Background: an optimization exercise with open tools, aiming at small area. Do not read the settings as production practice. In this exercise RTL edits were held to simulation tests only and were not proved equivalent to the original. Power and IR drop assume default switching activity.

==> flow/design.v <==
`timescale 1ns / 1ps
module vlc_tx(
    input pclk,
    input resetn,
    input [31:0] fifo_data,
    input fifo_empty,
    input [1:0] dim,
    output reg fifo_rd_en,
    output reg tx_out,
    output reg led_check
);
    localparam IDLE = 2'b00;
    localparam SYNC = 2'b01;
    localparam SEND = 2'b10;
    localparam WAIT = 2'b11;
    reg [5:0] cnt;
    wire trig = cnt[5] & cnt[4] & ~cnt[1] & cnt[0];           
    wire c_first = (cnt == 6'd0);
    reg [1:0] state;
    reg idle_d;                          
    reg [4:0] blo;                       
    reg [3:0] bhi;                       
    reg [1:0] wbyte;                     
    reg [3:0] wbit;
    reg [1:0] nbyte;                     
    reg [3:0] nbit;                      
    reg txb;                             
    reg [2:0] look;                      
    reg par;                             
    wire in_idle = (state == IDLE);
    wire in_sync = (state == SYNC);
    wire in_send = (state == SEND);
    function [3:0] bit_step;
        input [3:0] s;
        bit_step = {s[2:0], s[0] ^ s[2] ^ ~(s[0] | s[3])};
    endfunction
    function bit_par;                    
        input [3:0] s;
        bit_par = ~s[3] & ~s[2] & ~s[0];
    endfunction
    reg [7:0] bytesel;
    integer k;
    always @(*) begin
        for (k = 0; k < 8; k = k + 1) begin
            case (nbyte)
                2'b00: bytesel[k] = fifo_data[31 - k];
                2'b01: bytesel[k] = fifo_data[23 - k];
                2'b11: bytesel[k] = fifo_data[15 - k];
                default: bytesel[k] = fifo_data[7 - k];
            endcase
        end
    end
    wire [7:0] bitsel = {bytesel[2], bytesel[3], bytesel[4], bytesel[6],
                         bytesel[1], bytesel[5], bytesel[0], bytesel[7]};
    wire n_par = bit_par(nbit);
    wire fetched = n_par ? par : bitsel[nbit[2:0]];
    always @(posedge pclk) begin
        if (!resetn)
            cnt <= 6'd63;
        else if (trig)
            cnt <= 6'd0;
        else
            cnt <= cnt + 6'd1;
    end
    wire hi_0 = ~bhi[2] & ~bhi[1] & ~bhi[0];
    wire hi_10 = bhi[3] & bhi[1] & bhi[0];
    wire lo_carry = (blo == 5'd16);
    wire bc_344 = hi_10 & (blo == 5'd14);
    wire bc_334 = hi_10 & (blo == 5'd31);
    wire bc_9 = hi_0 & (blo == 5'd12);
    wire bc_0 = hi_0 & (blo == 5'd0);
    wire bc_5 = hi_0 & (blo == 5'd18);
    wire bc_m7 = (blo == 5'd11);
    reg [1:0] nxt;
    always @(*) begin
        nxt = state;
        case (state)
            IDLE: if (par) nxt = SYNC;
            SYNC: if (bc_9) nxt = SEND;
            SEND: begin
                if (bc_m7 && fifo_empty) nxt = IDLE;
                if (bc_334) nxt = WAIT;
            end
            WAIT: if (bc_344) nxt = IDLE;
        endcase
    end
    always @(posedge pclk) begin
        if (!resetn) begin
            state <= IDLE;
            idle_d <= 1'b1;
            blo <= 5'd0;
            bhi <= 4'd0;
        end else begin
            idle_d <= in_idle;
            if (trig) begin
                state <= nxt;
                if (!in_idle) begin
                    if (bc_344) begin
                        blo <= 5'd0;
                        bhi <= 4'd0;
                    end else begin
                        blo <= {blo[3:0], blo[4] ^ blo[2] ^ (blo[3:0] == 4'd0)};
                        if (lo_carry)
                            bhi <= {bhi[2:0], ~(bhi[0] ^ bhi[3])};
                    end
                end
            end
        end
    end
    wire w_32 = (wbyte == 2'b10) & wbit[3] & ~wbit[2] & wbit[1];    
    always @(posedge pclk) begin
        if (in_idle) begin
            wbyte <= 2'b11;
            wbit <= 4'd0;
        end else if (trig) begin
            wbit <= bit_step(wbit);
            if (bit_par(wbit))
                wbyte <= {wbyte[0], ~wbyte[1]};
        end
    end
    wire r = nbit[3];
    wire [2:0] q = nbit[2:0];
    wire q_step = r ? (cnt[5] & cnt[4] & ~cnt[1] & ~cnt[0]) : c_first;    
    wire bc_789 = hi_0 & (blo == 5'd11 || blo == 5'd22 || blo == 5'd12);
    wire restart = w_32 || (in_sync && !bc_789);
    always @(posedge pclk) begin
        if (!resetn) begin
            nbyte <= 2'b00;
            nbit <= 4'b1000;
            par <= 1'b0;
        end else if (in_sync || in_send) begin
            if (c_first) begin
                look <= {fetched, look[2:1]};
                if (restart) begin
                    nbyte <= 2'b00;
                    nbit <= 4'd1;        
                    par <= 1'b1;
                end else begin
                    par <= n_par ? 1'b1 : par ^ fetched;
                    nbit <= bit_step(nbit);
                    if (n_par)
                        nbyte <= {nbyte[0], ~nbyte[1]};
                end
            end
        end else if (in_idle) begin
            par <= ~fifo_empty | (idle_d & par);
            if (!idle_d)
                nbit <= 4'd0;
            else if (q_step)
                nbit <= {r, q[1], q[0], ~q[1]};
        end
    end
    always @(posedge pclk) begin
        case (state)
            IDLE: if (trig) txb <= ~txb;
            SYNC: begin
                if (bc_0) txb <= 1'b1;
                else if (bc_5) txb <= 1'b0;
            end
            SEND: if (c_first) txb <= look[0];
            WAIT: txb <= 1'b0;
        endcase
    end
    always @(posedge pclk) begin
        if (!resetn)
            fifo_rd_en <= 1'b1;
        else
            fifo_rd_en <= in_idle ? fifo_empty : (in_send && w_32 && cnt == 6'd1);
    end
    wire f30 = r ? (cnt >= 6'd29 && cnt <= 6'd48) : (cnt >= 6'd31 || c_first);
    wire f20 = r ? (cnt >= 6'd19 && cnt <= 6'd48) : (cnt >= 6'd21 || c_first);
    reg pattern;
    always @(*) begin
        case (dim)
            2'd2: pattern = q[2] | (q[1] & f30);
            2'd1: pattern = q[2];
            default: pattern = q[2] & (~q[1] | f20);
        endcase
    end
    reg shaped;
    always @(*) begin
        shaped = txb;
        if (in_send) begin
            if (cnt >= 6'd1 && cnt <= 6'd21)
                shaped = ~txb;
            else if (cnt >= 6'd22 && cnt <= 6'd31) begin
                if (dim == 2'd2) shaped = 1'b1;
                else if (dim == 2'd0) shaped = 1'b0;
                else if (cnt <= 6'd26) shaped = ~txb;
            end
        end
    end
    always @(posedge pclk) begin
        if (!resetn) begin
            tx_out <= 1'b0;
            led_check <= 1'b0;
        end else begin
            tx_out <= idle_d ? pattern : shaped;
            led_check <= idle_d && (dim == 2'd1);
        end
    end
endmodule
clock: 10.0 ns
lec_check: 0
cap_margin: 20
core_margin: 2
core_utilization: 40
slew_margin: 20
standard.sh (not shown) runs the stock make flow with config.mk's settings and CLKGATE_MAP_FILE= SYNTH_SCRIPT=/design/flow/synth_recipe.tcl, a recipe that flattens the netlist after the stock synthesis.
==> flow/flow/run.sh <==
#!/bin/bash
set -euo pipefail
WORK=$(pwd)
rm -rf "$WORK/scripts_own"
cp -r "$FLOW_HOME/scripts" "$WORK/scripts_own"
cp "$WORK/flow/abc_area.script" "$WORK/scripts_own/abc_speed.script"
bash "$WORK/standard.sh" \
  SCRIPTS_DIR="$WORK/scripts_own" \
  BUFFER_PORTS_ARGS="-buffer_cell sky130_fd_sc_hd__buf_1" \
  finish > "$WORK/flow_make.log" 2>&1
==> flow/flow/abc_area.script <==
strash
&get -n
&fraig -x
&put
scorr
dc2
dretime
strash
&get -n
&dch -f
&nf -a -p
&put
==> next run, changes <==
--- a/flow/design.v
+++ b/flow/design.v
@@ -106,10 +106,11 @@
                 end
             end
         end
     end
     wire w_32 = (wbyte == 2'b10) & wbit[3] & ~wbit[2] & wbit[1];    
+    wire w_35 = (wbyte == 2'b10) & bit_par(wbit);
     always @(posedge pclk) begin
         if (in_idle) begin
             wbyte <= 2'b11;
             wbit <= 4'd0;
         end else if (trig) begin
@@ -119,30 +120,28 @@
         end
     end
     wire r = nbit[3];
     wire [2:0] q = nbit[2:0];
     wire q_step = r ? (cnt[5] & cnt[4] & ~cnt[1] & ~cnt[0]) : c_first;    
-    wire bc_789 = hi_0 & (blo == 5'd11 || blo == 5'd22 || blo == 5'd12);
-    wire restart = w_32 || (in_sync && !bc_789);
+    wire load = in_sync || (in_send && trig && w_35);
     always @(posedge pclk) begin
         if (!resetn) begin
             nbyte <= 2'b00;
             nbit <= 4'b1000;
             par <= 1'b0;
-        end else if (in_sync || in_send) begin
+        end else if (load) begin
+            nbyte <= 2'b00;
+            nbit <= 4'd14;               
+            look <= {fifo_data[29], fifo_data[30], fifo_data[31]};
+            par <= ~(fifo_data[31] ^ fifo_data[30] ^ fifo_data[29]);
+        end else if (in_send) begin
             if (c_first) begin
                 look <= {fetched, look[2:1]};
-                if (restart) begin
-                    nbyte <= 2'b00;
-                    nbit <= 4'd1;        
-                    par <= 1'b1;
-                end else begin
-                    par <= n_par ? 1'b1 : par ^ fetched;
-                    nbit <= bit_step(nbit);
-                    if (n_par)
-                        nbyte <= {nbyte[0], ~nbyte[1]};
-                end
+                par <= n_par ? 1'b1 : par ^ fetched;
+                nbit <= bit_step(nbit);
+                if (n_par)
+                    nbyte <= {nbyte[0], ~nbyte[1]};
             end
         end else if (in_idle) begin
             par <= ~fifo_empty | (idle_d & par);
             if (!idle_d)
                 nbit <= 4'd0;
Result:
- The new run finished clean
- core utilization is lower by 0.36 points
- cell count is higher by about 3.7%
- area after synthesis is about the same
- setup slack is better by 46 ps
- power is lower by 12%
- die area barely changes
- combinational power is lower by about 20%

[re-timing with driven ports]
How much do the figures lean on ideal ports? The routed layouts below were timed once more, with nothing changed but the port constraints. Step 1 sets driving cells, clkbuf_16 on the clock port and buf_2 on the other inputs (assumed; they add their load-dependent delay and slew). Step 2 adds t to the input delays and takes it off the output delays; t is the mean of the earliest and latest rising clock arrival at the registers after step 1. Input paths then give back, and output paths get back, about the clock's delay inside the block. Slacks: ideal ports / drivers / drivers and shift; pairs: ideal ports / drivers.
run	shift t [ns]	setup WS [ns]	latest minus earliest clock arrival (ns)	worst register clock-pin slew, ns	worst slew at a driven data input, ns
the first run	0.317	6.558 / 6.557 / 6.240	0.012 / 0.012	0.08 / 0.08	0.04
the second run	0.324	6.605 / 6.611 / 6.287	0.011 / 0.011	0.09 / 0.09	0.03
After both steps every run listed still meets setup and hold.
